Context: an optimization exercise on an open-source flow, tuned for small area and a short achievable clock period. The choices shown serve that exercise and are no tape-out recipe. Where RTL was checked, it was by simulation tests only, not by an equivalence proof against the original. For runs 1 to 3, only the layout was checked, not whether the RTL still works. Power figures rest on the tool's default switching activity, not on a simulated workload.

==> flow/design.v <==
module sync_vg (
 input wire clk,
 input wire reset,
 input wire interlaced,
 input wire [11:0] v_total_0,
 input wire [11:0] v_fp_0,
 input wire [11:0] v_bp_0,
 input wire [11:0] v_sync_0,
 input wire [11:0] v_total_1,
 input wire [11:0] v_fp_1,
 input wire [11:0] v_bp_1,
 input wire [11:0] v_sync_1,
 input wire [11:0] h_total,
 input wire [11:0] h_fp,
 input wire [11:0] h_bp,
 input wire [11:0] h_sync,
 input wire [11:0] hv_offset_0,
 input wire [11:0] hv_offset_1,
 output reg vs_out,
 output reg hs_out,
 output reg de_out,
 output reg [12:0] v_count_out,
 output reg [11:0] h_count_out,
 output reg [11:0] x_out,
 output reg [12:0] y_out,
 output reg field_out
);
function [12:0] inc12;
 input [11:0] x;
 integer i;
 begin
  inc12[0] = ~x[0];
  for (i = 1; i < 12; i = i + 1)
   inc12[i] = x[i] ^ (&(x | ~((12'd1 << i) - 12'd1)));
  inc12[12] = &x;
 end
endfunction
function [12:0] inc13;
 input [12:0] x;
 integer i;
 begin
  inc13[0] = ~x[0];
  for (i = 1; i < 13; i = i + 1)
   inc13[i] = x[i] ^ (&(x | ~((13'd1 << i) - 13'd1)));
 end
endfunction
function inc_eq;
 input [11:0] x, y;
 reg [12:0] a, b;
 begin
  a = {1'b0, y};
  b = {1'b1, ~x};
  inc_eq = ((a ^ b) == {(a[11:0] | b[11:0]), 1'b0});
 end
endfunction
function sum_eq;
 input [11:0] a, b, c;
 reg [12:0] s, cy;
 begin
  s  = {1'b0, a} ^ {1'b0, b} ^ {1'b1, ~c};
  cy = ({1'b0, a} & {1'b0, b}) | ({1'b0, a} & {1'b1, ~c}) | ({1'b0, b} & {1'b1, ~c});
  sum_eq = &(s ^ {cy[11:0], 1'b0});
 end
endfunction
reg [11:0] h;
reg [11:0] v;
reg field;
reg lo_r, hi_r, vlo_r, vhi_r, le_d;
reg h0, v0;       
reg fp1;          
reg il;
reg [11:0] hk_r, vk0_r, vk1_r;
wire [11:0] vt  = field ? v_total_1 : v_total_0;
wire [11:0] vfp = fp1 ? v_fp_1 : v_fp_0;
wire [11:0] vsy = field ? v_sync_1 : v_sync_0;
wire [11:0] hvo = field ? hv_offset_1 : hv_offset_0;
wire [11:0] vk = field ? vk1_r : vk0_r;              
wire [12:0] hp1 = inc12(h);
wire line_end = inc_eq(h, h_total);
wire lo = h0 ? ~|hk_r : (lo_r | (&x_out));           
wire [12:0] x_nx = inc12(h0 ? ~hk_r : x_out);
wire [11:0] x_next = x_nx[11:0];
wire hi = h0 | (hi_r & ~sum_eq(h, h_fp, h_total));    
wire [12:0] vp1 = inc12(v);
wire frame_end = inc_eq(v, vt);
wire [12:0] y_base = v0 ? (il ? {~vk, field} : {1'b0, ~vk}) : y_out;
wire [12:0] y_cy;
assign y_cy[0] = ~il;
assign y_cy[1] = il | y_base[0];
genvar gi;
generate for (gi = 2; gi <= 12; gi = gi + 1) begin : ycarry
 assign y_cy[gi] = y_cy[1] & (&y_base[gi-1:1]);
end endgenerate
wire [12:0] y_next = y_base ^ {y_cy[12] & il, y_cy[11:0]};
wire y_ones = (&y_out[11:1]) & (il ? y_out[12] : y_out[0]);
wire vlo = v0 ? ~|vk : (vlo_r | (le_d & y_ones));    
wire vhi = v0 | (vhi_r & ~(le_d & sum_eq(v, vfp, vt)));   
wire v_en = v0 | le_d;
wire at_hvo = (h == hvo);
always @(posedge clk) begin
 il <= interlaced;
 hk_r <= h_sync + h_bp;
 vk0_r <= v_sync_0 + v_bp_0;
 vk1_r <= v_sync_1 + v_bp_1;
 lo_r <= lo;
 hi_r <= hi;
 vlo_r <= vlo;
 vhi_r <= vhi;
 if (reset) begin
  h <= 12'd0;
  v <= 12'd0;
  h0 <= 1'b1;
  v0 <= 1'b1;
  fp1 <= interlaced;
  field <= 1'b0;
  le_d <= 1'b0;
  vs_out <= 1'b0;
  hs_out <= 1'b0;
  de_out <= 1'b0;
  field_out <= 1'b0;
 end else begin
  h <= line_end ? 12'd0 : hp1[11:0];
  h0 <= line_end | hp1[12];
  if (line_end) begin
   v <= frame_end ? 12'd0 : vp1[11:0];
   v0 <= frame_end | vp1[12];
  end
  if (il & line_end & frame_end) begin
   field <= ~field;
   fp1 <= field;
  end
  le_d <= line_end;
  hs_out <= (h < h_sync);
  de_out <= lo & hi & vlo & vhi;
  if (v0 & at_hvo)
   vs_out <= 1'b1;
  else if ((v == vsy) & at_hvo)
   vs_out <= 1'b0;
  h_count_out <= h;
  x_out <= x_next;
  if (v_en) begin
   v_count_out <= v0 ? (field ? {1'b0, v_total_0} : 13'd0) : inc13(v_count_out);
   y_out <= y_next;
  end
  field_out <= field;
 end
end
endmodule
module pattern_vg (
 input wire reset,
 input wire clk_in,
 input wire [11:0] x,
 input wire [11:0] y,
 input wire vn_in, hn_in, dn_in,
 input wire [7:0] r_in, g_in, b_in,
 output reg vn_out, hn_out, den_out,
 output reg [7:0] r_out, g_out, b_out,
 input wire [11:0] total_active_pix,
 input wire [11:0] total_active_lines,
 input wire [7:0] pattern,
 input wire [19:0] ramp_step
);
reg [5:0] ramp_lo, ramp_mid;
reg [7:0] ramp_hi;
reg ramp_c0, ramp_c1;
wire [6:0] lo_sum = {1'b0, ramp_lo} + {1'b0, ramp_step[5:0]};
wire [6:0] mid_sum = {1'b0, ramp_mid} + {1'b0, ramp_step[11:6]} + {6'd0, ramp_c0};
wire [7:0] hi_sum = ramp_hi + ramp_step[19:12] + {7'd0, ramp_c1};
wire mid_cy = ramp_c0 & (&ramp_mid);
wire [7:0] ramp_q = ramp_hi + {7'd0, ramp_c1} + {7'd0, mid_cy};    
wire [12:0] xl_a = {1'b0, total_active_pix};
wire [12:0] xl_b = {1'b1, ~x};
wire x_last = ((xl_a ^ xl_b) == {(xl_a[11:0] | xl_b[11:0]), 1'b0});
wire [12:0] yl_a = {1'b0, total_active_lines};
wire [12:0] yl_b = {1'b1, ~y};
wire y_last = ((yl_a ^ yl_b) == {(yl_a[11:0] | yl_b[11:0]), 1'b0});
wire x_first = (x == 12'd0);
wire border = dn_in & ((y == 12'd0) | x_first | x_last | y_last);
wire sel_in = (pattern == 8'd0) | ((pattern == 8'd1) & ~border);
wire sel_ff = ((pattern == 8'd1) & border) | ((pattern == 8'd2) & dn_in & x[0]) |
              ((pattern == 8'd3) & dn_in & y[0]);
wire sel_ramp = (pattern == 8'd4);
wire upd = (pattern[7:3] == 5'd0) & (~pattern[2] | (pattern[1:0] == 2'd0));
always @(posedge clk_in) begin
 vn_out <= vn_in;
 hn_out <= hn_in;
 den_out <= dn_in;
 if (reset | (sel_ramp & dn_in & x_last)) begin
  ramp_lo <= 6'd0;
  ramp_mid <= 6'd0;
  ramp_hi <= 8'd0;
  ramp_c0 <= 1'b0;
  ramp_c1 <= 1'b0;
 end else if (sel_ramp & dn_in) begin
  if (x_first) begin
   ramp_lo <= ramp_step[5:0];
   ramp_mid <= ramp_step[11:6];
   ramp_hi <= ramp_step[19:12];
   ramp_c0 <= 1'b0;
   ramp_c1 <= 1'b0;
  end else begin
   ramp_lo <= lo_sum[5:0];
   ramp_mid <= mid_sum[5:0];
   ramp_hi <= hi_sum;
   ramp_c0 <= lo_sum[6];
   ramp_c1 <= mid_sum[6];
  end
 end
 if (~reset & upd) begin
  r_out <= sel_in ? r_in : sel_ramp ? ramp_q : {8{sel_ff}};
  g_out <= sel_in ? g_in : sel_ramp ? ramp_q : {8{sel_ff}};
  b_out <= sel_in ? b_in : sel_ramp ? ramp_q : {8{sel_ff}};
 end
end
endmodule
module video_gen (
  input  wire        clk,
  input  wire        reset,
  input  wire        interlaced,
  input  wire [11:0] v_total_0,
  input  wire [11:0] v_fp_0,
  input  wire [11:0] v_bp_0,
  input  wire [11:0] v_sync_0,
  input  wire [11:0] v_total_1,
  input  wire [11:0] v_fp_1,
  input  wire [11:0] v_bp_1,
  input  wire [11:0] v_sync_1,
  input  wire [11:0] h_total,
  input  wire [11:0] h_fp,
  input  wire [11:0] h_bp,
  input  wire [11:0] h_sync,
  input  wire [11:0] hv_offset_0,
  input  wire [11:0] hv_offset_1,
  input  wire [11:0] total_active_pix,
  input  wire [11:0] total_active_lines,
  input  wire [7:0]  pattern,
  input  wire [19:0] ramp_step,
  input  wire [7:0]  r_in,
  input  wire [7:0]  g_in,
  input  wire [7:0]  b_in,
  output wire [12:0] v_count_out,
  output wire [11:0] h_count_out,
  output wire [11:0] x_out,
  output wire [12:0] y_out,
  output wire        field_out,
  output wire        vs_out,
  output wire        hs_out,
  output wire        de_out,
  output wire [7:0]  r_out,
  output wire [7:0]  g_out,
  output wire [7:0]  b_out
);
wire vs_t, hs_t, de_t;
sync_vg i_sync_vg (
  .clk(clk),
  .reset(reset),
  .interlaced(interlaced),
  .v_total_0(v_total_0),
  .v_fp_0(v_fp_0),
  .v_bp_0(v_bp_0),
  .v_sync_0(v_sync_0),
  .v_total_1(v_total_1),
  .v_fp_1(v_fp_1),
  .v_bp_1(v_bp_1),
  .v_sync_1(v_sync_1),
  .h_total(h_total),
  .h_fp(h_fp),
  .h_bp(h_bp),
  .h_sync(h_sync),
  .hv_offset_0(hv_offset_0),
  .hv_offset_1(hv_offset_1),
  .vs_out(vs_t),
  .hs_out(hs_t),
  .de_out(de_t),
  .v_count_out(v_count_out),
  .h_count_out(h_count_out),
  .x_out(x_out),
  .y_out(y_out),
  .field_out(field_out)
);
pattern_vg i_pattern_vg (
  .reset(reset),
  .clk_in(clk),
  .x(x_out),
  .y(y_out[11:0]),
  .vn_in(vs_t),
  .hn_in(hs_t),
  .dn_in(de_t),
  .r_in(r_in),
  .g_in(g_in),
  .b_in(b_in),
  .vn_out(vs_out),
  .hn_out(hs_out),
  .den_out(de_out),
  .r_out(r_out),
  .g_out(g_out),
  .b_out(b_out),
  .total_active_pix(total_active_pix),
  .total_active_lines(total_active_lines),
  .pattern(pattern),
  .ramp_step(ramp_step)
);
endmodule
==> flow/flow/run.sh <==
#!/bin/bash
set -euo pipefail
export BUFFER_PORTS_ARGS="-buffer_cell sky130_fd_sc_hd__buf_1"
bash standard.sh > standard_flow.log 2>&1
==> flow/standard.sh <==
#!/bin/bash
# synth_recipe.tcl (not shown) runs the flow's synth.tcl, then flattens the netlist and writes it again
# the make line also repeats each setting of config.mk as NAME=value (left out here)
make -C /OpenROAD-flow-scripts/flow DESIGN_CONFIG=/design/flow/config.mk WORK_HOME=/design/flow/orfs CLKGATE_MAP_FILE= SYNTH_SCRIPT=/design/flow/synth_recipe.tcl "${@:-finish}"
==> flow/config.mk <==
export PLATFORM = sky130hd
export DESIGN_NAME = video_gen
export DESIGN_NICKNAME = video_gen
export VERILOG_FILES = /design/flow/design.v
export SDC_FILE = /design/flow/constraint.sdc
export NUM_CORES = 4
export LEC_CHECK = 0
export CAP_MARGIN = 20
export CORE_AREA = 2.3 2.72 157.78 157.76
export CTS_BUF_LIST = sky130_fd_sc_hd__clkbuf_4 sky130_fd_sc_hd__clkbuf_8
export DIE_AREA = 0 0 160 160
export SETUP_SLACK_MARGIN = 2.5
export SLEW_MARGIN = 20
==> flow/constraint.sdc <==
create_clock -name core_clock -period 5.0 [get_ports {clk}]
set_input_delay 1.0000 -clock core_clock [delete_from_list [all_inputs] [get_ports {clk}]]
set_output_delay 1.0000 -clock core_clock [all_outputs]
set_load 0.01 [all_outputs]
==> metrics.yaml, run 1 <==
detailed_routing:
  firstDrtPassIters: 5
  via_count: 10900
  ant_nets: 0
  wl_per_cell_um: 17.7
  totalWireLength_um: 35600
  wl_met3_um: 1760
  viasPerCell: 5.41
  route.met2.wl_um: 17100
  drt_iter0_drc: 610
  maxUsedRoutingLayer: "met4"
  wl_met1_um: 15900
  drc: 0
run:
  drv_cap: 0
sta:
  rsz0062_at_grt: "true"
  min_period_ns: 2.58
  slew_viol_final: 0
  relSlewSlack_pct: 51.8
  clock_skew_ns: 0.0218
  hold_ws_ns: 0.336
  fin_setup_tns_ns: 0
  worst_pin_slew_ns: 0.722
  hold_violations: 0
  fmax_mhz: 387
  post-route-period-util_pct: 51.7
  report.final.setup_viol: 0
pwr:
  leakage_uw: 0.00643
  power_density_nw_per_um2: 224
  ir_drop_mv: 0.162
grt:
  grt_start_max_net_pins: 35
  grtUsageTotal_pct: 26.9
  antenna_found_initial: 0
  grt_overflow: 0
  grt_pass1_vias: 10500
  grt_pass1_wl_um: 54500
floorplan:
  io_pins: 325
  die_w_um: 160
  core_sq_um: 24100
  die_y_um: 160
  dieArea_sq_um: 25600
  start_util_pct: 51.9
  num_rows: 57
synth:
  syn_area_sq_um: 12500
  syn-num-nets: 1707
  syn_area_per_cell_sq_um: 9.63
  yosysSeqAreaShare_pct: 33.7
  synth_top_area_share_pct: 18.0
  yosysMostFrequentCell: "ha_1"
  ys_seq_elements: 173
  synth_area_leaders: "edfxtp_1 18%, dfxtp_1 16%, ha_1 13%"
  synth-edff-count: 75
  yosys_most_used_dff: "dfxtp_1"
  synthTopCellsByCount: "128 x ha_1, 98 x dfxtp_1, 98 x nand2_1"
  syn_inst: 1299
  ys_types: 65
  synth-warning-count: 2
  synthArstFlopShare_pct: 0
  synth_largest_area_cell: "edfxtp_1"
critical_path:
  reg2reg_to: "i_sync_vg.de_out$_SDFF_PP0_"
  cp-startpoint: "h_total[10]"
  crit_path_max_incr_delay_ns: 0.50
  path_buf_inv: 2
  worstPathArrival_ns: 2.95
  critical_path_class: "input port to flop"
  cp_max_fo: 2
  cp-start-kind: "input port"
  reg2reg_depth: 9
  path_cells: "buf_1 > inv_1 > fa_1 > xnor2_1 > nor4_1 > nand3_2 > a21o_1 > and2_1 > and4_1"
  cp-end-kind: "flop"
  cp.required_ns: 5.37
  cpMaxStageDelayCell: "fa_1"
  crit_family: "simple AND/OR/NAND/NOR gates"
  reg2reg_setup_slack_ns: 2.45
  critical_path.reg2reg.startpoint: "i_sync_vg.fp1$_DFFE_PP_"
clocking:
  cts.reportedPaths.clkPinSlew_ns: 0.10
  cts_root_buf: "clkbuf_8"
  clkLatencyLatePin_ns: 0.48
  cts_buffer_depth: 2
  cts_tree: "done"
  h-tree-depth: 4
  cts_sinks: 173
  numCtsBuffers: 17
layout:
  antenna_cells: 0
  area_delta_synth_final_pct: 29.0
  drive_gt1_share_pct: 16.6
  fillers: 2039
  seqCellArea_sq_um: 4230
  utilization_pct: 67.0
  nets: 2083
  multi_input_area_sq_um: 8850
worst_hold_path:
  hp-class: "flop to flop"
  hp-start: "i_sync_vg.hs_out$_SDFF_PP0_"
  min_to: "i_pattern_vg.hn_out$_DFF_P_"
  worstHoldPathCells: 0
placed_design:
  globalplace.congestion: 0.884
  io_buffers: 324
  hpwlAfterDp_um: 26600
run_status:
  outcome: "finished clean"
[area by class of cell]
cell class	instances	area share, %
Multi-Input combinational cell	999	54.8
Sequential cell	173	26.2
Timing Repair Buffer	386	11.7
Tap cell	324	2.51
Inverter	98	2.40
Clock buffer	17	1.45
Clock inverter	15	0.922
[worst max path at each step]
stage                                            endpoint  slack [ns]  cells past startpoint
global placement    i_pattern_vg.ramp_mid[5]$_SDFFE_PP0P_        1.51                      8
detailed placement  i_pattern_vg.ramp_mid[5]$_SDFFE_PP0P_        1.40                      8
finish                        i_sync_vg.de_out$_SDFF_PP0_        2.42                      9
global route                i_sync_vg.y_out[12]$_DFFE_PP_        2.32                     10
floorplan                 i_pattern_vg.b_out[0]$_DFFE_PP_        2.24                      4
CTS                         i_sync_vg.y_out[12]$_DFFE_PP_        2.37                     10
[stage by stage]
stage | total power (uW) | area, sq um | cells | setup WS, ns
after global routing | 3790 | 16100 | 2012 | 2.32
final | 3610 | 16100 | 2012 | 2.42
after CTS | 3560 | 15400 | 1978 | 2.37
after global placement | 2550 | 14500 | 1918 | 1.51
after detailed placement | 2570 | 14600 | 1918 | 1.40
after floorplan | 2280 | 13100 | 1299 | 2.24
[cell families after synthesis]
| kind of cell | after synthesis | share of synthesized area (%) |
|---|---|---|
| AND/OR/NAND/NOR | 390 | 15.7 |
| AO/OA/AOI/OAI | 196 | 10.1 |
| XOR/XNOR | 176 | 12.3 |
| flip-flops | 173 | 33.7 |
| multiplexers | 71 | 5.88 |
| buffers and inverters | 132 | 4.18 |
| adder cells (fa/ha/maj) | 161 | 18.1 |
[repair_timing]
item,4_1_cts,5_1_grt
buffers inserted,26,31
gates resized for setup,43,75
pin swaps,17,50
hold buffers,0,0
endpoints found under the setup margin,108,105
gates cloned,2,3
[where the power goes]
group	switching, uW	internal [uW]
clock network	604	373
registers	104	1590
logic	502	442
total	1210	2400
[layout by cell type (no fill, tap or decap), types with 12 or more instances in the layout]
cell type    n
clkbuf_8    18
buf_1      317
nand4_1     30
mux2i_1     41
buf_4       44
and3_1      19
nor4_1      15
inv_1       71
ha_4        33
xor2_1      78
mux2i_4     12
xnor2_1     86
edfxtp_1    75
nand2_1     94
ha_1        92
a21oi_1     42
o211ai_1    14
nand3_1     16
mux2_2      15
nor2b_1     19
inv_2       24
fa_1        29
o21ai_0     28
nor3_1      29
o21ai_1     31
dfxtp_1     94
nor2_1      88
[metal layers]
metal | track usage, % | up-vias
met3 | 3.58 | 48
met4 | 8.72 | 0
li1 | - | 5360
met1 | 36.5 | 5168
met2 | 44.8 | 311
met5 | 0 | -
[flip-flops by register name, indices dropped and copies added (netlist names), 6 cells and up]
register and count:
i_sync_vg.y_out 13, i_pattern_vg.r_out 8, i_pattern_vg.ramp_hi 8, i_sync_vg.x_out 12
i_pattern_vg.ramp_lo 6, i_sync_vg.vk1_r 12, i_sync_vg.h_count_out 12, i_sync_vg.v 12
i_pattern_vg.ramp_mid 6, i_pattern_vg.b_out 8, i_sync_vg.h 12, i_sync_vg.v_count_out 13
i_pattern_vg.g_out 8, i_sync_vg.hk_r 12, i_sync_vg.vk0_r 12
==> run 2: changes to the inputs <==
--- a/flow/config.mk
+++ b/flow/config.mk
@@ -9,5 +9,6 @@
 export CORE_AREA = 2.3 2.72 157.78 157.76
 export CTS_BUF_LIST = sky130_fd_sc_hd__clkbuf_4 sky130_fd_sc_hd__clkbuf_8
 export DIE_AREA = 0 0 160 160
-export SETUP_SLACK_MARGIN = 2.5
+export SETUP_SLACK_MARGIN = 2.8
 export SLEW_MARGIN = 20
+export TNS_END_PERCENT = 0
==> run 2 against run 1 <==
Critical path type unchanged. Critical endpoint is now i_sync_vg.vk0_r[4]$_DFF_P_. Setup slack worse by 0.037 ns. Clock power up 9.6%. Non-clock buffer count down 9. Via count down 1.6%. Flip-flop and latch count unchanged. Sequential power about the same. Worst hold slack better by 0.011 ns. Core utilization down 3.6 points.
==> metrics.yaml, run 2 <==
critical_path:
  critical_path_class: "input port to flop"
  cp-startpoint: "v_sync_0[0]"
  reg2reg_depth: 10
  worstPathArrival_ns: 2.99
  reg2reg_setup_slack_ns: 2.42
  cp_max_fo: 2
  cp-start-kind: "input port"
  endpoint: "i_sync_vg.vk0_r[4]$_DFF_P_"
  cp.required_ns: 5.37
  critical_path.reg2reg.startpoint: "i_sync_vg.field$_SDFFE_PP0P_"
  reg2reg_to: "i_sync_vg.de_out$_SDFF_PP0_"
  cp-end-kind: "flop"
synth:
  synth_largest_area_cell: "edfxtp_1"
  syn_inst: 1299
  syn_area_sq_um: 12500
  synthArstFlopShare_pct: 0
  synth_top_area_share_pct: 18.0
  syn-num-nets: 1707
  synth-edff-count: 75
  synth_area_leaders: "edfxtp_1 18%, dfxtp_1 16%, ha_1 13%"
  synthTopCellsByCount: "128 x ha_1, 98 x dfxtp_1, 98 x nand2_1"
  yosysSeqAreaShare_pct: 33.7
  ys_types: 65
  yosysMostFrequentCell: "ha_1"
  yosys_most_used_dff: "dfxtp_1"
  syn_area_per_cell_sq_um: 9.63
  ys_seq_elements: 173
  synth-warning-count: 2
sta:
  fin_setup_tns_ns: 0
  rsz0062_at_grt: "true"
  min_period_ns: 2.62
  worst_pin_slew_ns: 0.947
  relSlewSlack_pct: 36.9
  slew_viol_final: 0
  hold_violations: 0
  clock_skew_ns: 0.0213
  post-route-period-util_pct: 52.4
  hold_ws_ns: 0.347
  fmax_mhz: 382
  report.final.setup_viol: 0
clocking:
  cts.reportedPaths.clkPinSlew_ns: 0.10
  cts_tree: "done"
  ctsHoldBuffers: 0
  h-tree-depth: 4
  cts_buffer_depth: 2
  clkLatencyLatePin_ns: 0.47
  cts_sinks: 173
  cts_root_buf: "clkbuf_8"
  numCtsBuffers: 17
pwr:
  power_density_nw_per_um2: 236
  ir_drop_mv: 0.129
  leakage_uw: 0.00628
layout:
  instances_no_fill: 2000
  biggestRegsByFlops: "i_sync_vg.v_count_out (13), i_sync_vg.y_out (13)"
  area_delta_synth_final_pct: 22.1
  nets: 2071
  final_cell_mix: "321 x buf_1, 125 x ha_1, 95 x nand2_1, 95 x xnor2_1, 95 x dfxtp_1"
  antenna_cells: 0
  final_common_cell: "buf_1"
  fin_area_sq_um: 15300
  drive_gt1_share_pct: 10.6
grt:
  grtUsageTotal_pct: 27.0
  grt_pass1_wl_um: 54400
  antenna_found_initial: 0
  grt_overflow: 0
  grt_pass1_vias: 10400
  grt_start_max_net_pins: 35
floorplan:
  core_sq_um: 24100
  num_rows: 57
  die_w_um: 160
  io_pins: 325
  start_util_pct: 51.9
  dieArea_sq_um: 25600
  die_y_um: 160
placed_design:
  dpl.cell_count: 1918
  io_buffers: 324
  globalplace.congestion: 0.925
  hpwlAfterDp_um: 26900
  place_area_sq_um: 14100
worst_hold_path:
  hp-class: "flop to flop"
detailed_routing:
  totalWireLength_um: 34800
  drc: 0
  drt_iter0_drc: 721
  via_count: 10700
  viasPerCell: 5.36
  firstDrtPassIters: 5
  wl_per_cell_um: 17.4
  ant_nets: 0
run:
  drv_cap: 0
run_status:
  outcome: "finished clean"
==> run 2: cell counts after synthesis <==
Identical to the previous run, type by type.
==> run 2: how the worst min path moves through the flow <==
| stage | from | to | slack (ns) | cells after the start |
|---|---|---|---|---|
| 2_1_floorplan | i_sync_vg.hs_out$_SDFF_PP0_ | i_pattern_vg.hn_out$_DFF_P_ | 0.31 | 0 |
| 3_3_place_gp | i_sync_vg.hs_out$_SDFF_PP0_ | i_pattern_vg.hn_out$_DFF_P_ | 0.32 | 0 |
| 3_5_place_dp | i_sync_vg.hs_out$_SDFF_PP0_ | i_pattern_vg.hn_out$_DFF_P_ | 0.32 | 0 |
| 4_1_cts | i_sync_vg.hs_out$_SDFF_PP0_ | i_pattern_vg.hn_out$_DFF_P_ | 0.35 | 0 |
| 5_1_grt | i_sync_vg.hs_out$_SDFF_PP0_ | i_pattern_vg.hn_out$_DFF_P_ | 0.37 | 0 |
| 6_report | i_sync_vg.hs_out$_SDFF_PP0_ | i_pattern_vg.hn_out$_DFF_P_ | 0.35 | 0 |
==> run 2: metal layers <==
layer | GRT usage, % | routed length, um
met1 | 35.3 | 15300
met2 | 46.5 | 16700
met3 | 3.82 | 2050
met4 | 8.15 | 715
met5 | 0 | 0
==> run 2: cell families after synthesis <==
family                   after synthesis  synth area share (%)
flip-flops                           173                  33.7
buffers and inverters                132                  4.18
adder cells (fa/ha/maj)              161                  18.1
multiplexers                          71                  5.88
AO/OA/AOI/OAI                        196                  10.1
AND/OR/NAND/NOR                      390                  15.7
XOR/XNOR                             176                  12.3
==> run 2: area by class of cell <==
class	count	area (sq um)
multi-input combinational	996	8120
fill	2215	8830
tap	324	405
sequential	173	4230
clock inverter	14	185
timing repair buffer	377	1720
clock buffer	18	241
inverter	98	383
==> run 2: stage by stage <==
step | power, uW | utilization, % | worst slack [ns]
CTS | 3610 | 62.5 | 2.44
detailed placement | 2510 | 58.4 | 1.38
finish | 3610 | 63.4 | 2.38
global placement | 2500 | 58.4 | 1.47
floorplan | 2220 | - | 2.24
global route | 3790 | 63.4 | 2.33
==> run 2: critical path, stage by stage <==
cell and delay [ns]:
buf_1 0.12, ha_2 0.22, inv_1 0.06, fa_2 0.34, nor2b_1 0.11, o21ai_0 0.12, a21boi_1 0.28, buf_4 0.16
buf_4 0.09, buf_4 0.09, buf_4 0.09, buf_4 0.09, buf_4 0.09, buf_4 0.10, nor2_1 0.04
==> run 2: what timing repair did <==
item	CTS	global route
setup endpoints to repair	136	142
resized for setup	51	30
pin swaps	14	11
gates cloned	3	0
setup buffers	38	9
==> run 2: power breakdown <==
part           internal, uW  switching, uW  leakage, uW  total, uW
Sequential             1590            102      0.00151       1690
Combinational           390            464      0.00456        854
Clock                   512            556     0.000207       1070
==> run 3: changes to the inputs <==
--- a/flow/design.v
+++ b/flow/design.v
@@ -65,7 +65,9 @@
 reg [11:0] h;
 reg [11:0] v;
 reg field;
-reg lo_r, hi_r, vlo_r, vhi_r, le_d;
+reg lo_r, vlo_r, le_d;
+reg hi_r;          
+reg vhi_r;         
 reg h0, v0;       
 reg fp1;          
 reg il;
@@ -80,7 +82,6 @@
 wire lo = h0 ? ~|hk_r : (lo_r | (&x_out));           
 wire [12:0] x_nx = inc12(h0 ? ~hk_r : x_out);
 wire [11:0] x_next = x_nx[11:0];
-wire hi = h0 | (hi_r & ~sum_eq(h, h_fp, h_total));    
 wire [12:0] vp1 = inc12(v);
 wire frame_end = inc_eq(v, vt);
 wire [12:0] y_base = v0 ? (il ? {~vk, field} : {1'b0, ~vk}) : y_out;
@@ -94,7 +95,6 @@
 wire [12:0] y_next = y_base ^ {y_cy[12] & il, y_cy[11:0]};
 wire y_ones = (&y_out[11:1]) & (il ? y_out[12] : y_out[0]);
 wire vlo = v0 ? ~|vk : (vlo_r | (le_d & y_ones));    
-wire vhi = v0 | (vhi_r & ~(le_d & sum_eq(v, vfp, vt)));   
 wire v_en = v0 | le_d;
 wire at_hvo = (h == hvo);
 always @(posedge clk) begin
@@ -103,9 +103,7 @@
  vk0_r <= v_sync_0 + v_bp_0;
  vk1_r <= v_sync_1 + v_bp_1;
  lo_r <= lo;
- hi_r <= hi;
  vlo_r <= vlo;
- vhi_r <= vhi;
  if (reset) begin
   h <= 12'd0;
   v <= 12'd0;
@@ -114,6 +112,8 @@
   fp1 <= interlaced;
   field <= 1'b0;
   le_d <= 1'b0;
+  hi_r <= 1'b1;
+  vhi_r <= 1'b1;
   vs_out <= 1'b0;
   hs_out <= 1'b0;
   de_out <= 1'b0;
@@ -121,9 +121,11 @@
  end else begin
   h <= line_end ? 12'd0 : hp1[11:0];
   h0 <= line_end | hp1[12];
+  hi_r <= line_end | hp1[12] | (hi_r & ~sum_eq(hp1[11:0], h_fp, h_total));
   if (line_end) begin
    v <= frame_end ? 12'd0 : vp1[11:0];
    v0 <= frame_end | vp1[12];
+   vhi_r <= frame_end | vp1[12] | (vhi_r & ~sum_eq(vp1[11:0], vfp, vt));
   end
   if (il & line_end & frame_end) begin
    field <= ~field;
@@ -131,7 +133,7 @@
   end
   le_d <= line_end;
   hs_out <= (h < h_sync);
-  de_out <= lo & hi & vlo & vhi;
+  de_out <= lo & hi_r & vlo & vhi_r;
   if (v0 & at_hvo)
    vs_out <= 1'b1;
   else if ((v == vsy) & at_hvo)
--- a/flow/config.mk
+++ b/flow/config.mk
@@ -9,6 +9,5 @@
 export CORE_AREA = 2.3 2.72 157.78 157.76
 export CTS_BUF_LIST = sky130_fd_sc_hd__clkbuf_4 sky130_fd_sc_hd__clkbuf_8
 export DIE_AREA = 0 0 160 160
-export SETUP_SLACK_MARGIN = 2.8
+export SETUP_SLACK_MARGIN = 2.5
 export SLEW_MARGIN = 20
-export TNS_END_PERCENT = 0
==> run 3 against run 2 <==
Global-route usage grew 1.0 points. Worst hold slack lost 0.0041 ns. Sequential share of layout area shrank 2.2 points. Clock-buffer cell count shrank 1. Critical path depth shrank 4. Cell area grew 9.3%. Clock power shrank 9%. Clock skew is essentially flat. Critical path type is now flop to flop. Highest routed layer unchanged.
==> metrics.yaml, run 3 <==
critical_path:
  cp-start-kind: "flop"
  cp-startpoint: "i_sync_vg.v[0]$_SDFFE_PP0P_"
  cp_max_fo: 4
  cp-end-kind: "flop"
  critical_path.reg2reg.startpoint: "i_sync_vg.v[0]$_SDFFE_PP0P_"
  critical_path_class: "flop to flop"
  worstPathArrival_ns: 3.15
  cpMaxStageDelayCell: "fa_1"
  crit_family: "simple AND/OR/NAND/NOR gates"
  cp.required_ns: 5.34
  path_cells: "ha_4 > and3_4 > and4_4 > and4_4 > and2_4 > xnor2_2 > fa_1 > xnor2_2 > nand4_1 > o41ai_2 > o211ai_1"
  path_buf_inv: 0
  crit_path_max_incr_delay_ns: 0.48
sta:
  report.final.setup_viol: 0
  post-route-period-util_pct: 56.1
  min_period_ns: 2.81
  slew_viol_final: 0
  worst_slack_ns: 2.19
  fmax_mhz: 356
  clock_skew_ns: 0.0210
  relSlewSlack_pct: 41.6
  hold_violations: 0
  fin_setup_tns_ns: 0
  worst_pin_slew_ns: 0.872
  rsz0062_at_grt: "true"
grt:
  grt_start_max_net_pins: 44
  grt_pass1_vias: 11100
  grtUsageTotal_pct: 28.0
  grt_pass1_wl_um: 57100
  antenna_found_initial: 1
  grt_overflow: 0
detailed_routing:
  ant_nets: 0
  totalWireLength_um: 36500
  wl_per_cell_um: 17.7
  drt_iter0_drc: 660
  firstDrtPassIters: 5
  drc: 0
  viasPerCell: 5.55
  via_count: 11400
synth:
  yosys_most_used_dff: "dfxtp_1"
  yosysMostFrequentCell: "ha_1"
  synthTopCellsByCount: "130 x ha_1, 114 x inv_1, 105 x nand2_1"
  yosys-mux-area-fraction_pct: 5.75
  synth-edff-count: 75
  yosysSeqAreaShare_pct: 32.0
  syn_area_per_cell_sq_um: 9.65
  synth_top_family_by_area: "adder cells"
  synthArstFlopShare_pct: 0
  ys_seq_elements: 173
  syn_area_sq_um: 13200
  synth_area_leaders: "edfxtp_1 17%, dfxtp_1 15%, ha_1 12%"
  synthSimpleGateAreaFrac_pct: 15.2
  syn-num-nets: 1774
  synthXorXnorAreaFrac_pct: 11.4
  synthAdderAreaFrac_pct: 17.4
  synth-warning-count: 2
  synth-compound-area-share_pct: 13.2
  ys_types: 74
  synth_largest_area_cell: "edfxtp_1"
  synth_top_area_share_pct: 17.1
  syn_inst: 1364
floorplan:
  die_w_um: 160
  num_rows: 57
  io_pins: 325
  dieArea_sq_um: 25600
  core_sq_um: 24100
  die_y_um: 160
  start_util_pct: 54.6
clocking:
  ctsHoldBuffers: 0
  cts.reportedPaths.clkPinSlew_ns: 0.11
  cts_root_buf: "clkbuf_8"
  cts_buffer_depth: 2
  h-tree-depth: 4
  clkLatencyLatePin_ns: 0.48
  cts_sinks: 173
  numCtsBuffers: 17
  cts_tree: "done"
worst_hold_path:
  hp-start: "i_sync_vg.hs_out$_SDFF_PP0_"
  hp-class: "flop to flop"
layout:
  drive_gt1_share_pct: 18.4
  final_cell_mix: "319 x buf_1, 101 x nand2_1, 87 x ha_1"
  fillers: 1945
  biggestRegsByFlops: "i_sync_vg.v_count_out (13), i_sync_vg.y_out (13)"
  nets: 2128
  instances_no_fill: 2056
  final_common_cell: "buf_1"
  area_delta_synth_final_pct: 26.8
pwr:
  ir_drop_mv: 0.157
  power_density_nw_per_um2: 219
  leakage_uw: 0.00656
placed_design:
  dpl.cell_count: 1976
  io_buffers: 324
  hpwlAfterDp_um: 27900
  dp_slack_ns: 1.36
  globalplace.congestion: 0.891
run_status:
  outcome: "finished clean"
run:
  drv_cap: 0
## run 3: cell types whose count changed in the layout (fill, tap and decap cells not counted), moves of 12 or more
| cell | previous run | this run |
|---|---|---|
| a21o_1 | 9 | 25 |
| dfxtp_1 | 95 | 83 |
| ha_1 | 125 | 87 |
| ha_4 | 0 | 40 |
| inv_2 | 3 | 29 |
| nor2_1 | 91 | 69 |
| nor3_1 | 31 | 19 |
| o21ai_1 | 6 | 30 |
| xnor2_1 | 95 | 69 |
| xnor2_2 | 2 | 14 |
## run 3: cell type report
cell class / count / area [sq um] / share of cell area (%)
clock buffers: 17 / 234 / 1.40
repair buffers: 374 / 1730 / 10.4
well taps: 324 / 405 / 2.43
multi-input cells: 1037 / 9450 / 56.6
diodes: 1 / 2.50 / 0.0150
inverters: 115 / 463 / 2.77
clock inverters: 15 / 153 / 0.914
flip-flops and latches: 173 / 4250 / 25.5
## run 3: metrics by stage
stage	total power [uW]	util (%)	hold slack, ns	area (sq um)
CTS	3640	67.6	0.344	16300
global placement	2640	63.5	0.314	15300
finish	3650	69.3	0.343	16700
global route	3840	69.3	0.349	16700
floorplan	2340	-	0.310	13900
detailed placement	2660	63.5	0.321	15300
## run 3: power breakdown
part / leakage (uW) / internal, uW / switching (uW) / total, uW
clock: 0.000192 / 372 / 597 / 969
sequential: 0.00152 / 1590 / 139 / 1730
combinational: 0.00485 / 452 / 504 / 956
total: 0.00656 / 2410 / 1240 / 3650
## run 3: layer usage
| metal | GRT usage (%) | wire [um] |
|---|---|---|
| met5 | 0 | 0 |
| met4 | 8.72 | 844 |
| met3 | 3.87 | 1600 |
| met2 | 48.0 | 17900 |
| met1 | 36.9 | 16200 |
## run 3: worst register-to-register path, stage by stage (launching register included)
cell,delay [ns]
dfxtp_4,0.37
ha_4,0.13
and3_4,0.18
and4_4,0.25
and4_4,0.26
and2_4,0.17
xnor2_2,0.12
fa_1,0.48
xnor2_2,0.20
nand4_1,0.14
o41ai_2,0.24
o211ai_1,0.13
## run 3: repair_timing
action | in CTS | in global routing
gates cloned | 1 | 2
gates resized for setup | 74 | 44
pin swaps | 30 | 15
endpoints found under the hold margin | 0 | 0
setup endpoints to repair | 89 | 65
setup buffers | 30 | 14
## run 3: cell families after synthesis
family / count (synthesis)
AO/OA/AOI/OAI: 258
XOR/XNOR: 171
adder cells (fa/ha/maj): 163
buffers and inverters: 156
flip-flops: 173
multiplexers: 70
AND/OR/NAND/NOR: 373
## run 3: final timing paths
kind	end	slack (ns)	depth (start not counted)
max	i_sync_vg.vhi_r$_SDFFE_PP1P_	2.19	11
max reg2reg	i_sync_vg.vhi_r$_SDFFE_PP1P_	2.19	11
min reg2reg	i_pattern_vg.hn_out$_DFF_P_	0.34	0
min	i_pattern_vg.hn_out$_DFF_P_	0.34	0
==> run 4: changes to the inputs <==
--- a/flow/design.v
+++ b/flow/design.v
@@ -65,45 +65,47 @@
 reg [11:0] h;
 reg [11:0] v;
 reg field;
-reg lo_r, vlo_r, le_d;
-reg hi_r;          
-reg vhi_r;         
+reg lo_r, hi_r, vlo_r, vhi_r, le_d;
 reg h0, v0;       
 reg fp1;          
 reg il;
-reg [11:0] hk_r, vk0_r, vk1_r;
+reg [11:0] hk_r, nvk0_r, nvk1_r;
 wire [11:0] vt  = field ? v_total_1 : v_total_0;
 wire [11:0] vfp = fp1 ? v_fp_1 : v_fp_0;
 wire [11:0] vsy = field ? v_sync_1 : v_sync_0;
 wire [11:0] hvo = field ? hv_offset_1 : hv_offset_0;
-wire [11:0] vk = field ? vk1_r : vk0_r;              
+wire [11:0] nvk = field ? nvk1_r : nvk0_r;           
 wire [12:0] hp1 = inc12(h);
 wire line_end = inc_eq(h, h_total);
 wire lo = h0 ? ~|hk_r : (lo_r | (&x_out));           
 wire [12:0] x_nx = inc12(h0 ? ~hk_r : x_out);
 wire [11:0] x_next = x_nx[11:0];
+wire hi = h0 | (hi_r & ~sum_eq(h, h_fp, h_total));    
 wire [12:0] vp1 = inc12(v);
 wire frame_end = inc_eq(v, vt);
-wire [12:0] y_base = v0 ? (il ? {~vk, field} : {1'b0, ~vk}) : y_out;
 wire [12:0] y_cy;
 assign y_cy[0] = ~il;
-assign y_cy[1] = il | y_base[0];
+assign y_cy[1] = il | y_out[0];
 genvar gi;
 generate for (gi = 2; gi <= 12; gi = gi + 1) begin : ycarry
- assign y_cy[gi] = y_cy[1] & (&y_base[gi-1:1]);
+ assign y_cy[gi] = y_cy[1] & (&y_out[gi-1:1]);
 end endgenerate
-wire [12:0] y_next = y_base ^ {y_cy[12] & il, y_cy[11:0]};
+wire [12:0] y_next = v0 ? (il ? {nvk, field} : {1'b0, nvk})
+                        : y_out ^ {y_cy[12] & il, y_cy[11:0]};
 wire y_ones = (&y_out[11:1]) & (il ? y_out[12] : y_out[0]);
-wire vlo = v0 ? ~|vk : (vlo_r | (le_d & y_ones));    
+wire vlo = v0 ? ~|nvk : (vlo_r | (le_d & y_ones));   
+wire vhi = v0 | (vhi_r & ~(le_d & sum_eq(v, vfp, vt)));   
 wire v_en = v0 | le_d;
 wire at_hvo = (h == hvo);
 always @(posedge clk) begin
  il <= interlaced;
  hk_r <= h_sync + h_bp;
- vk0_r <= v_sync_0 + v_bp_0;
- vk1_r <= v_sync_1 + v_bp_1;
+ nvk0_r <= 12'd0 - (v_sync_0 + v_bp_0);
+ nvk1_r <= 12'd0 - (v_sync_1 + v_bp_1);
  lo_r <= lo;
+ hi_r <= hi;
  vlo_r <= vlo;
+ vhi_r <= vhi;
  if (reset) begin
   h <= 12'd0;
   v <= 12'd0;
@@ -112,8 +114,6 @@
   fp1 <= interlaced;
   field <= 1'b0;
   le_d <= 1'b0;
-  hi_r <= 1'b1;
-  vhi_r <= 1'b1;
   vs_out <= 1'b0;
   hs_out <= 1'b0;
   de_out <= 1'b0;
@@ -121,11 +121,9 @@
  end else begin
   h <= line_end ? 12'd0 : hp1[11:0];
   h0 <= line_end | hp1[12];
-  hi_r <= line_end | hp1[12] | (hi_r & ~sum_eq(hp1[11:0], h_fp, h_total));
   if (line_end) begin
    v <= frame_end ? 12'd0 : vp1[11:0];
    v0 <= frame_end | vp1[12];
-   vhi_r <= frame_end | vp1[12] | (vhi_r & ~sum_eq(vp1[11:0], vfp, vt));
   end
   if (il & line_end & frame_end) begin
    field <= ~field;
@@ -133,7 +131,7 @@
   end
   le_d <= line_end;
   hs_out <= (h < h_sync);
-  de_out <= lo & hi_r & vlo & vhi_r;
+  de_out <= lo & hi & vlo & vhi;
   if (v0 & at_hvo)
    vs_out <= 1'b1;
   else if ((v == vsy) & at_hvo)
--- a/flow/config.mk
+++ b/flow/config.mk
@@ -9,5 +9,6 @@
 export CORE_AREA = 2.3 2.72 157.78 157.76
 export CTS_BUF_LIST = sky130_fd_sc_hd__clkbuf_4 sky130_fd_sc_hd__clkbuf_8
 export DIE_AREA = 0 0 160 160
-export SETUP_SLACK_MARGIN = 2.5
+export SETUP_SLACK_MARGIN = 2.8
 export SLEW_MARGIN = 20
+export TNS_END_PERCENT = 0
==> run 4 against run 3 <==
Sequential power about the same. Non-clock buffer count is 24 lower. Clock skew down 0.0064 ns. Largest power group unchanged. Clock power is 5.7% lower. Area after synthesis is 1.2% lower. Worst hold slack worse by 0.0079 ns. Critical endpoint is now i_pattern_vg.ramp_hi[7]$_SDFFE_PP0P_. Die area is the same. Largest cell class unchanged. Global-route usage shrank 0.57 points.
==> metrics.yaml, run 4 <==
floorplan:
  die_w_um: 160
  dieArea_sq_um: 25600
  start_util_pct: 54.0
  io_pins: 325
  die_y_um: 160
  core_sq_um: 24100
  num_rows: 57
clocking:
  cts_buffer_depth: 2
  cts_tree: "done"
  numCtsBuffers: 17
  h-tree-depth: 4
  cts_root_buf: "clkbuf_8"
  clkLatencyLatePin_ns: 0.46
  cts.reportedPaths.clkPinSlew_ns: 0.10
  cts_sinks: 173
synth:
  ys_seq_elements: 173
  synth-warning-count: 2
  synth_top_area_share_pct: 17.3
  synthTopCellsByCount: "148 x ha_1, 133 x inv_1, 116 x nand2_1"
  synth_area_leaders: "edfxtp_1 17%, dfxtp_1 15%, ha_1 14%"
  syn_inst: 1350
  ys_types: 72
  synthArstFlopShare_pct: 0
  yosys_most_used_dff: "dfxtp_1"
  yosysMostFrequentCell: "ha_1"
  syn-num-nets: 1778
  syn_area_sq_um: 13000
  syn_area_per_cell_sq_um: 9.64
  synth_largest_area_cell: "edfxtp_1"
  yosysSeqAreaShare_pct: 32.4
  synth-edff-count: 75
detailed_routing:
  viasPerCell: 5.43
  firstDrtPassIters: 5
  drc: 0
  via_count: 11000
  ant_nets: 0
  totalWireLength_um: 35400
  wl_per_cell_um: 17.5
  drt_iter0_drc: 645
layout:
  nets: 2113
  final_cell_mix: "321 x buf_1, 144 x ha_1, 132 x inv_1"
  instances_no_fill: 2024
  final_common_cell: "buf_1"
  drive_gt1_share_pct: 8.01
  biggestRegsByFlops: "i_sync_vg.v_count_out (13), i_sync_vg.y_out (13)"
  utilization_pct: 63.4
  area_delta_synth_final_pct: 17.5
run:
  drv_cap: 0
critical_path:
  critical_path_class: "input port to flop"
  cp-startpoint: "ramp_step[13]"
  reg2reg_to: "i_sync_vg.de_out$_SDFF_PP0_"
  cp-end-kind: "flop"
  cp.required_ns: 5.41
  reg2reg_setup_slack_ns: 2.49
  worstPathArrival_ns: 2.95
  endpoint: "i_pattern_vg.ramp_hi[7]$_SDFFE_PP0P_"
  cp_max_fo: 4
  critical_path.reg2reg.startpoint: "i_sync_vg.field$_SDFFE_PP0P_"
  cp-start-kind: "input port"
  reg2reg_depth: 10
sta:
  fin_setup_tns_ns: 0
  hold_violations: 0
  rsz0062_at_grt: "true"
  relSlewSlack_pct: 50.5
  report.final.setup_viol: 0
  clock_skew_ns: 0.0146
  fmax_mhz: 395
  min_period_ns: 2.53
  slew_viol_final: 0
  post-route-period-util_pct: 50.7
  worst_pin_slew_ns: 0.741
grt:
  grt_overflow: 0
  grt_pass1_vias: 10500
  grt_start_max_net_pins: 32
  grt_pass1_wl_um: 55400
  antenna_found_initial: 4
  grtUsageTotal_pct: 27.4
pwr:
  netSwitchingPower_uw: 1140
  switching_share_pct: 32.4
  power.clock.fraction_pct: 25.9
  comb_power_share_pct: 24.9
  seqPwrFrac_pct: 49.2
  leakage_uw: 0.00647
  power_density_nw_per_um2: 231
  p_int_uw: 2390
  total_power_uw: 3530
  ir_drop_mv: 0.155
placed_design:
  dpl.cell_count: 1969
  io_buffers: 324
  hpwlAfterDp_um: 28000
  globalplace.congestion: 0.876
run_status:
  outcome: "finished clean"
worst_hold_path:
  hp-class: "flop to flop"
==> run 4: cell count changes after synthesis, moves of 10 or more <==
cell     previous run  this run
inv_1             114       133
mux2i_1            61        42
ha_1              130       148
a21o_1             25        15
a21oi_1            59        44
nand2_1           105       116
==> run 4: power groups by stage <==
stage                     combinational (uW)  sequential (uW)  clock, uW
final                                    881             1740        914
after CTS                                870             1740        927
after floorplan                          572             1740          0
after detailed placement                 852             1770          0
after global placement                   838             1770          0
after global routing                     988             1750        993
==> run 4: through the flow <==
| stage | hold slack [ns] | worst slack (ns) | area (sq um) |
|---|---|---|---|
| 2_1_floorplan | 0.310 | 2.20 | 13000 |
| 4_1_cts | 0.337 | 2.41 | 15100 |
| 5_1_grt | 0.348 | 2.43 | 15300 |
| 3_5_place_dp | 0.315 | 1.52 | 14500 |
| 3_3_place_gp | 0.319 | 1.58 | 14500 |
| 6_report | 0.335 | 2.47 | 15300 |
==> run 4: cell type report <==
| cell class | instances | area, sq um |
|---|---|---|
| fill | 2213 | 8820 |
| inverter | 134 | 505 |
| antenna | 2 | 5.00 |
| timing repair buffer | 350 | 1480 |
| tap | 324 | 405 |
| sequential | 173 | 4220 |
| clock inverter | 13 | 91.3 |
| multi-input combinational | 1009 | 8310 |
| clock buffer | 19 | 262 |
==> run 4: worst min-delay path by stage <==
stage / from / to / slack, ns / depth (start not counted)
global placement: i_sync_vg.hs_out$_SDFF_PP0_ / i_pattern_vg.hn_out$_DFF_P_ / 0.32 / 0
detailed placement: i_sync_vg.hs_out$_SDFF_PP0_ / i_pattern_vg.hn_out$_DFF_P_ / 0.31 / 0
global route: i_sync_vg.hs_out$_SDFF_PP0_ / i_pattern_vg.hn_out$_DFF_P_ / 0.35 / 0
CTS: i_sync_vg.hs_out$_SDFF_PP0_ / i_pattern_vg.hn_out$_DFF_P_ / 0.34 / 0
finish: i_sync_vg.hs_out$_SDFF_PP0_ / i_pattern_vg.hn_out$_DFF_P_ / 0.34 / 0
floorplan: i_sync_vg.hs_out$_SDFF_PP0_ / i_pattern_vg.hn_out$_DFF_P_ / 0.31 / 0
==> run 4: worst max-delay path, cell delays in order <==
cell and delay [ns]:
buf_8 0.11, ha_4 0.20, nor2b_4 0.12, o31a_1 0.28, o41a_1 0.41, or4b_1 0.50
a31oi_1 0.20, a21o_1 0.13
==> run 4: timing repair <==
item / in CTS / in global routing
setup endpoints to repair: 116 / 121
hold buffers: 0 / 0
pin swaps: 10 / 13
resized for setup: 19 / 30
setup buffers: 12 / 7
hold endpoints to repair: 0 / 0
gates cloned: 1 / 1
==> run 4: kinds of logic after synthesis <==
kind of cell	Yosys count	synth area share, %
adders and majority gates	181	19.3
DFF	173	32.4
muxes	63	5.92
buffers and inverters	170	5.27
xor gates and xnor gates	173	11.6
AOI/OAI and AO/OA	211	10.7
and+or+nand+nor	379	14.7
==> run 4: layer usage <==
layer | wire length, um | up-vias | global-route usage, %
met2 | 16000 | 353 | 44.1
met5 | 20 | - | 0
li1 | - | 5439 | -
met4 | 964 | 4 | 9.42
met3 | 2400 | 53 | 6.10
met1 | 16000 | 5146 | 36.8
==> run 5: changes to the inputs <==
--- a/flow/config.mk
+++ b/flow/config.mk
@@ -6,9 +6,10 @@
 export NUM_CORES = 4
 export LEC_CHECK = 0
 export CAP_MARGIN = 20
-export CORE_AREA = 2.3 2.72 157.78 157.76
+export CORE_AREA = 2.3 2.72 137.54 136.0
 export CTS_BUF_LIST = sky130_fd_sc_hd__clkbuf_4 sky130_fd_sc_hd__clkbuf_8
-export DIE_AREA = 0 0 160 160
+export DIE_AREA = 0 0 140 140
+export PLACE_DENSITY = 0.75
 export SETUP_SLACK_MARGIN = 2.8
 export SLEW_MARGIN = 20
 export TNS_END_PERCENT = 0
==> run 5 against run 4 <==
Combinational power up 2%. Largest power group unchanged. Critical path depth down 1. Register-to-register slack better by 0.05 ns. Core utilization up 21 points. Power up 3.4%. Flip-flop and latch count unchanged. Sequential share of layout area about the same. Non-clock buffer count up 2. Area after synthesis unchanged. Largest cell class unchanged.
==> metrics.yaml, run 5 <==
critical_path:
  path_buf_inv: 1
  crit_family: "compound AO/OA/AOI/OAI gates"
  cp_max_fo: 4
  path_cells: "buf_1 > ha_1 > a2111oi_0 > o21ai_1 > a41o_1 > or4_1 > and3_1"
  critical_path_class: "input port to flop"
  cp-startpoint: "h_sync[6]"
  critical_path.reg2reg.startpoint: "i_sync_vg.field$_SDFFE_PP0P_"
  worstPathArrival_ns: 2.86
  cp.required_ns: 5.38
  path_depth: 7
  reg2reg_depth: 8
  cp-end-kind: "flop"
  cp-start-kind: "input port"
  cpMaxStageDelayCell: "or4_1"
  crit_path_max_incr_delay_ns: 0.39
synth:
  ys_types: 72
  yosysSeqAreaShare_pct: 32.4
  synth-edff-count: 75
  synthArstFlopShare_pct: 0
  syn_inst: 1350
  syn-num-nets: 1778
  yosysMostFrequentCell: "ha_1"
  synth_top_area_share_pct: 17.3
  yosys_most_used_dff: "dfxtp_1"
  synthTopCellsByCount: "148 x ha_1, 133 x inv_1, 116 x nand2_1"
  synth_area_leaders: "edfxtp_1 17%, dfxtp_1 15%, ha_1 14%"
  ys_seq_elements: 173
  syn_area_sq_um: 13000
  synth_largest_area_cell: "edfxtp_1"
  syn_area_per_cell_sq_um: 9.64
  synth-warning-count: 2
grt:
  grt_pass1_wl_um: 54300
  use_met1_pct: 42.0
  use_met2_pct: 59.4
  grt.busiest_layer: "met2"
  grt_pass1_vias: 11200
  use_met3_pct: 8.21
  grtUsageTotal_pct: 35.0
  antenna_found_initial: 1
  grt_start_max_net_pins: 45
  grt_overflow: 0
worst_hold_path:
  worstHoldPathCells: 0
  hp-class: "flop to flop"
  hp-start: "i_sync_vg.hs_out$_SDFF_PP0_"
sta:
  relSlewSlack_pct: 51.8
  worst_pin_slew_ns: 0.717
  report.final.setup_viol: 0
  hold_violations: 0
  fin_setup_tns_ns: 0
  hold_ws_ns: 0.344
  min_period_ns: 2.48
  post-route-period-util_pct: 49.6
  slew_viol_final: 0
  rsz0062_at_grt: "true"
  worst_slack_ns: 2.52
  clock_skew_ns: 0.0105
  fmax_mhz: 403
placed_design:
  dpl.cell_count: 1874
  globalplace.congestion: 0.919
  io_buffers: 324
  dp_slack_ns: 1.55
  hpwlAfterDp_um: 27400
detailed_routing:
  ant_nets: 0
  totalWireLength_um: 35300
  drt_iter0_drc: 854
  via_count: 11500
  viasPerCell: 5.98
  wl_per_cell_um: 18.3
  drc: 0
  firstDrtPassIters: 5
layout:
  seqCellArea_sq_um: 4220
  biggestRegsByFlops: "i_sync_vg.v_count_out (13), i_sync_vg.y_out (13)"
  fillers: 1091
  final_cell_mix: "322 x buf_1, 145 x ha_1, 133 x inv_1"
  multi_input_area_sq_um: 8350
  antenna_cells: 0
  nets: 2116
  area_delta_synth_final_pct: 17.3
  final_common_cell: "buf_1"
  instances_no_fill: 1930
  utilization_pct: 84.7
  drive_gt1_share_pct: 8.82
floorplan:
  die_y_um: 140
  io_pins: 325
  dieArea_sq_um: 19600
  die_w_um: 140
  num_rows: 49
  start_util_pct: 72.2
  core_sq_um: 18000
pwr:
  leakage_uw: 0.00649
  ir_drop_mv: 0.197
  power_density_nw_per_um2: 239
clocking:
  cts_root_buf: "clkbuf_8"
  clkLatencyLatePin_ns: 0.48
  h-tree-depth: 4
  cts_buffer_depth: 2
  cts_sinks: 173
  cts.reportedPaths.clkPinSlew_ns: 0.09
  cts_tree: "done"
  numCtsBuffers: 17
run:
  drv_cap: 0
run_status:
  outcome: "finished clean"
-- run 5: logic make-up after synthesis --
family                   share of synthesized area [%]
multiplexers                                      5.92
buffers and inverters                             5.27
AO/OA/AOI/OAI                                     10.7
flip-flops                                        32.4
XOR/XNOR                                          11.6
adder cells (fa/ha/maj)                           19.3
AND/OR/NAND/NOR                                   14.7
-- run 5: worst paths after layout --
kind / to / slack (ns)
setup reg to reg: i_sync_vg.fp1$_DFFE_PP_ / 2.54
hold reg to reg: i_pattern_vg.hn_out$_DFF_P_ / 0.34
setup / recovery: i_sync_vg.hk_r[11]$_DFF_P_ / 2.52
hold / removal: i_pattern_vg.hn_out$_DFF_P_ / 0.34
-- run 5: layer usage --
layer	vias to the layer above	routed length, um
met3	120	3010
met1	5416	13500
met4	2	1720
li1	5451	-
met5	-	10
met2	553	17100
-- run 5: timing repair --
| action | CTS | global route |
|---|---|---|
| gates resized for setup | 32 | 29 |
| hold buffers | 0 | 0 |
| buffers inserted | 7 | 13 |
| hold endpoints to repair | 0 | 0 |
| setup endpoints to repair | 113 | 124 |
| cloned | 2 | 2 |
| pin swaps | 11 | 13 |
-- run 5: power by group --
part / total [uW] / leakage, uW / switching [uW] / internal, uW
combinational: 895 / 0.00478 / 479 / 416
sequential: 1740 / 0.00151 / 139 / 1600
clock: 1010 / 0.000204 / 554 / 461
-- run 5: worst reg2reg max path: cells and delay by family, from the launching register on --
kind,cells,cell delay [ns]
adders and majority gates,1,0.29
and+or+nand+nor,4,0.81
xor gates and xnor gates,1,0.20
buffers and inverters,1,0.17
muxes,1,0.30
DFF,1,0.43
-- run 5: area by class of cell --
type | count | area share, %
inverter | 134 | 3.30
sequential | 173 | 27.7
multi-input combinational | 1010 | 54.7
clock inverter | 14 | 1.04
clock buffer | 18 | 1.58
timing repair buffer | 352 | 9.84
tap | 229 | 1.88
-- run 5: per-stage QoR --
| stage | total power, uW | cell area (sq um) |
|---|---|---|
| after CTS | 3630 | 15000 |
| after floorplan | 2310 | 13000 |
| after global routing | 3820 | 15300 |
| final | 3650 | 15300 |
| after detailed placement | 2620 | 14400 |
| after global placement | 2580 | 14400 |
==> run 6: changes to the inputs <==
--- a/flow/config.mk
+++ b/flow/config.mk
@@ -9,7 +9,7 @@
 export CORE_AREA = 2.3 2.72 137.54 136.0
 export CTS_BUF_LIST = sky130_fd_sc_hd__clkbuf_4 sky130_fd_sc_hd__clkbuf_8
 export DIE_AREA = 0 0 140 140
-export PLACE_DENSITY = 0.75
+export GPL_TIMING_DRIVEN = 0
 export SETUP_SLACK_MARGIN = 2.8
 export SLEW_MARGIN = 20
 export TNS_END_PERCENT = 0
==> run 6 against run 5 <==
Register-to-register slack got worse by 0.20 ns. Setup slack worse by 0.18 ns. Clock-buffer cell count unchanged. Flip-flop and latch count stayed put. Cell area rose by 1.9%. Worst hold slack better by 0.011 ns. Combinational power is 3.4% higher. Critical path depth up 4. Clock skew is 0.00060 ns lower. Synthesized cell count unchanged. Via count increased by 3.3%. Clock power increased by 5%.
==> metrics.yaml, run 6 <==
synth:
  synthArstFlopShare_pct: 0
  synth_area_leaders: "edfxtp_1 17%, dfxtp_1 15%, ha_1 14%"
  ys_types: 72
  synth_largest_area_cell: "edfxtp_1"
  yosysMostFrequentCell: "ha_1"
  syn_inst: 1350
  syn_area_sq_um: 13000
  synth-warning-count: 2
  syn-num-nets: 1778
  yosys_most_used_dff: "dfxtp_1"
  synth_top_area_share_pct: 17.3
  ys_seq_elements: 173
  synth-edff-count: 75
  syn_area_per_cell_sq_um: 9.64
  synthTopCellsByCount: "148 x ha_1, 133 x inv_1, 116 x nand2_1"
  yosysSeqAreaShare_pct: 32.4
critical_path:
  cp-end-kind: "flop"
  critical_path.reg2reg.startpoint: "i_sync_vg.field$_SDFFE_PP0P_"
  cp-startpoint: "i_sync_vg.field$_SDFFE_PP0P_"
  worstPathArrival_ns: 3.04
  reg2reg_depth: 11
  cp.required_ns: 5.38
  cp_max_fo: 5
  cp-start-kind: "flop"
  critical_path_class: "flop to flop"
sta:
  relSlewSlack_pct: 43.4
  post-route-period-util_pct: 53.2
  fin_setup_tns_ns: 0
  worst_pin_slew_ns: 0.849
  fmax_mhz: 376
  rsz0062_at_grt: "true"
  report.final.setup_viol: 0
  clock_skew_ns: 0.00988
  hold_violations: 0
  min_period_ns: 2.66
  slew_viol_final: 0
run:
  drv_cap: 0
layout:
  area_delta_synth_final_pct: 19.5
  final_cell_mix: "318 x buf_1, 141 x ha_1, 131 x inv_1"
  final_common_cell: "buf_1"
  instances_no_fill: 1956
  drive_gt1_share_pct: 9.68
  nets: 2141
  biggestRegsByFlops: "i_sync_vg.v_count_out (13), i_sync_vg.y_out (13)"
grt:
  antenna_found_initial: 2
  grt_start_max_net_pins: 30
  grt_pass1_wl_um: 59800
  grtUsageTotal_pct: 38.7
  grt_pass1_vias: 11900
  grt_overflow: 0
placed_design:
  hpwlAfterDp_um: 28500
  io_buffers: 324
  dpl.cell_count: 1903
  globalplace.congestion: 0.917
clocking:
  numCtsBuffers: 17
  h-tree-depth: 4
  ctsHoldBuffers: 0
  cts_tree: "done"
  cts_root_buf: "clkbuf_8"
  cts_sinks: 173
  cts.reportedPaths.clkPinSlew_ns: 0.10
  cts_buffer_depth: 2
  clkLatencyLatePin_ns: 0.49
detailed_routing:
  firstDrtPassIters: 6
  viasPerCell: 6.09
  ant_nets: 0
  drc: 0
  via_count: 11900
  drt_iter0_drc: 1154
  wl_per_cell_um: 19.4
  totalWireLength_um: 37900
pwr:
  ir_drop_mv: 0.192
  leakage_uw: 0.00664
  power_density_nw_per_um2: 240
worst_hold_path:
  worstHoldPathCells: 0
  hp-start: "i_sync_vg.hs_out$_SDFF_PP0_"
  hp-class: "flop to flop"
floorplan:
  io_pins: 325
  core_sq_um: 18000
  num_rows: 49
  dieArea_sq_um: 19600
  die_w_um: 140
  die_y_um: 140
  start_util_pct: 72.2
run_status:
  outcome: "finished clean"
==> run 6: changes by cell type in the layout (fill, tap and decap cells not counted), moves of 5 or more <==
cell	before	now
a21oi_2	6	1
buf_2	0	10
mux2i_4	0	10
nor4_1	18	23
a21oi_1	38	43
mux2i_1	37	31
clkbuf_1	0	13
==> run 6: final timing paths <==
check,slack [ns],to
worst max-delay path,2.34,i_sync_vg.de_out$_SDFF_PP0_
worst min-delay path,0.36,i_pattern_vg.hn_out$_DFF_P_
worst max register to register,2.34,i_sync_vg.de_out$_SDFF_PP0_
worst min register to register,0.36,i_pattern_vg.hn_out$_DFF_P_
==> run 6: stage by stage <==
stage | hold WS (ns) | worst slack, ns | area [sq um] | power (uW) | utilization [%]
floorplan | 0.310 | 2.20 | 13000 | 2310 | -
global placement | 0.312 | 1.31 | 14500 | 2580 | 80.6
detailed placement | 0.345 | 1.50 | 14500 | 2620 | 80.7
CTS | 0.359 | 2.50 | 15500 | 3700 | 86.1
global route | 0.365 | 2.29 | 15500 | 3890 | 86.2
finish | 0.355 | 2.34 | 15500 | 3730 | 86.2
==> run 6: layout make-up <==
| type | count | area [sq um] |
|---|---|---|
| tap | 229 | 287 |
| antenna | 1 | 2.50 |
| sequential | 173 | 4220 |
| timing repair buffer | 343 | 1410 |
| fill | 1028 | 2480 |
| multi-input combinational | 1008 | 8450 |
| inverter | 134 | 505 |
| clock buffer | 18 | 241 |
| clock inverter | 14 | 178 |
| buffer | 36 | 256 |
==> run 6: logic make-up (layout without fill, tap and decap cells) <==
family | count (synthesis) | count (layout) | synth area share (%)
simple gates | 379 | 380 | 14.7
flops | 173 | 173 | 32.4
xor+xnor | 173 | 173 | 11.6
other cells | 0 | 1 | 0
fa+ha+maj | 181 | 181 | 19.3
compound gates | 211 | 211 | 10.7
buf+inv | 170 | 545 | 5.27
mux | 63 | 63 | 5.92
==> run 6: report_power, final <==
group,internal [uW],total [uW],switching [uW]
clock network,510,1060,554
registers,1610,1740,137
logic,426,925,499
total,2540,3730,1190
==> run 6: routing by layer <==
layer,part of all wire (%),up-vias,track usage (%)
met5,0.034,-,0
met4,4.6,2,16.0
met3,8.9,145,8.65
met2,50,696,68.6
met1,37,5574,45.4
li1,-,5501,-
==> run 6: repair_timing <==
item / 4_1_cts / 5_1_grt
endpoints found under the hold margin: 0 / 0
buffers inserted: 16 / 1
endpoints found under the setup margin: 142 / 183
gates resized for setup: 100 / 4
pin swaps: 32 / 6
cloned: 3 / 0
==> run 6: worst max-delay path, cell delays in order (launching register included) <==
cell	delay, ns
dfxtp_2	0.37
buf_6	0.11
buf_12	0.13
buf_12	0.15
mux2i_4	0.31
fa_1	0.51
xor2_1	0.25
nand4_1	0.20
o31ai_2	0.23
nand2_1	0.14
nand2_2	0.10
nor2_1	0.04

## static timing again, ports no longer ideal
No port has a modelled driver above. Below, the same layouts with a new extraction and two added sets of constraints.
Step 1 assumes that a clkbuf_16 drives the clock port and a buf_2 every other input.
Step 2 also shifts input and output timing later by t, the mid clock arrival at the registers, as if the neighbouring blocks saw the same clock.
Slacks: ideal / step 1 / step 2; pairs: ideal / step 1.
run | t, ns | setup slack, ns | worst setup path after step 2 | clock arrival spread, ns | worst register clock-pin slew, ns
run 1 | 0.520 | 2.416 / 2.436 / 1.916 | input to register | 0.024 / 0.023 | 0.11 / 0.11
run 2 | 0.506 | 2.379 / 2.399 / 1.893 | input to register | 0.021 / 0.021 | 0.11 / 0.11
run 3 | 0.513 | 2.193 / 2.193 / 1.908 | input to register | 0.022 / 0.022 | 0.11 / 0.11
run 4 | 0.503 | 2.467 / 2.462 / 1.959 | input to register | 0.017 / 0.016 | 0.10 / 0.10
run 5 | 0.519 | 2.521 / 2.510 / 1.991 | input to register | 0.010 / 0.010 | 0.10 / 0.10
run 6 | 0.522 | 2.342 / 2.342 / 1.936 | input to register | 0.017 / 0.016 | 0.10 / 0.10
After both steps setup and hold are still met in every run listed. For run 5, which loses most, drivers alone change the setup slack by -0.011 ns; drivers and shift together by -0.530 ns.
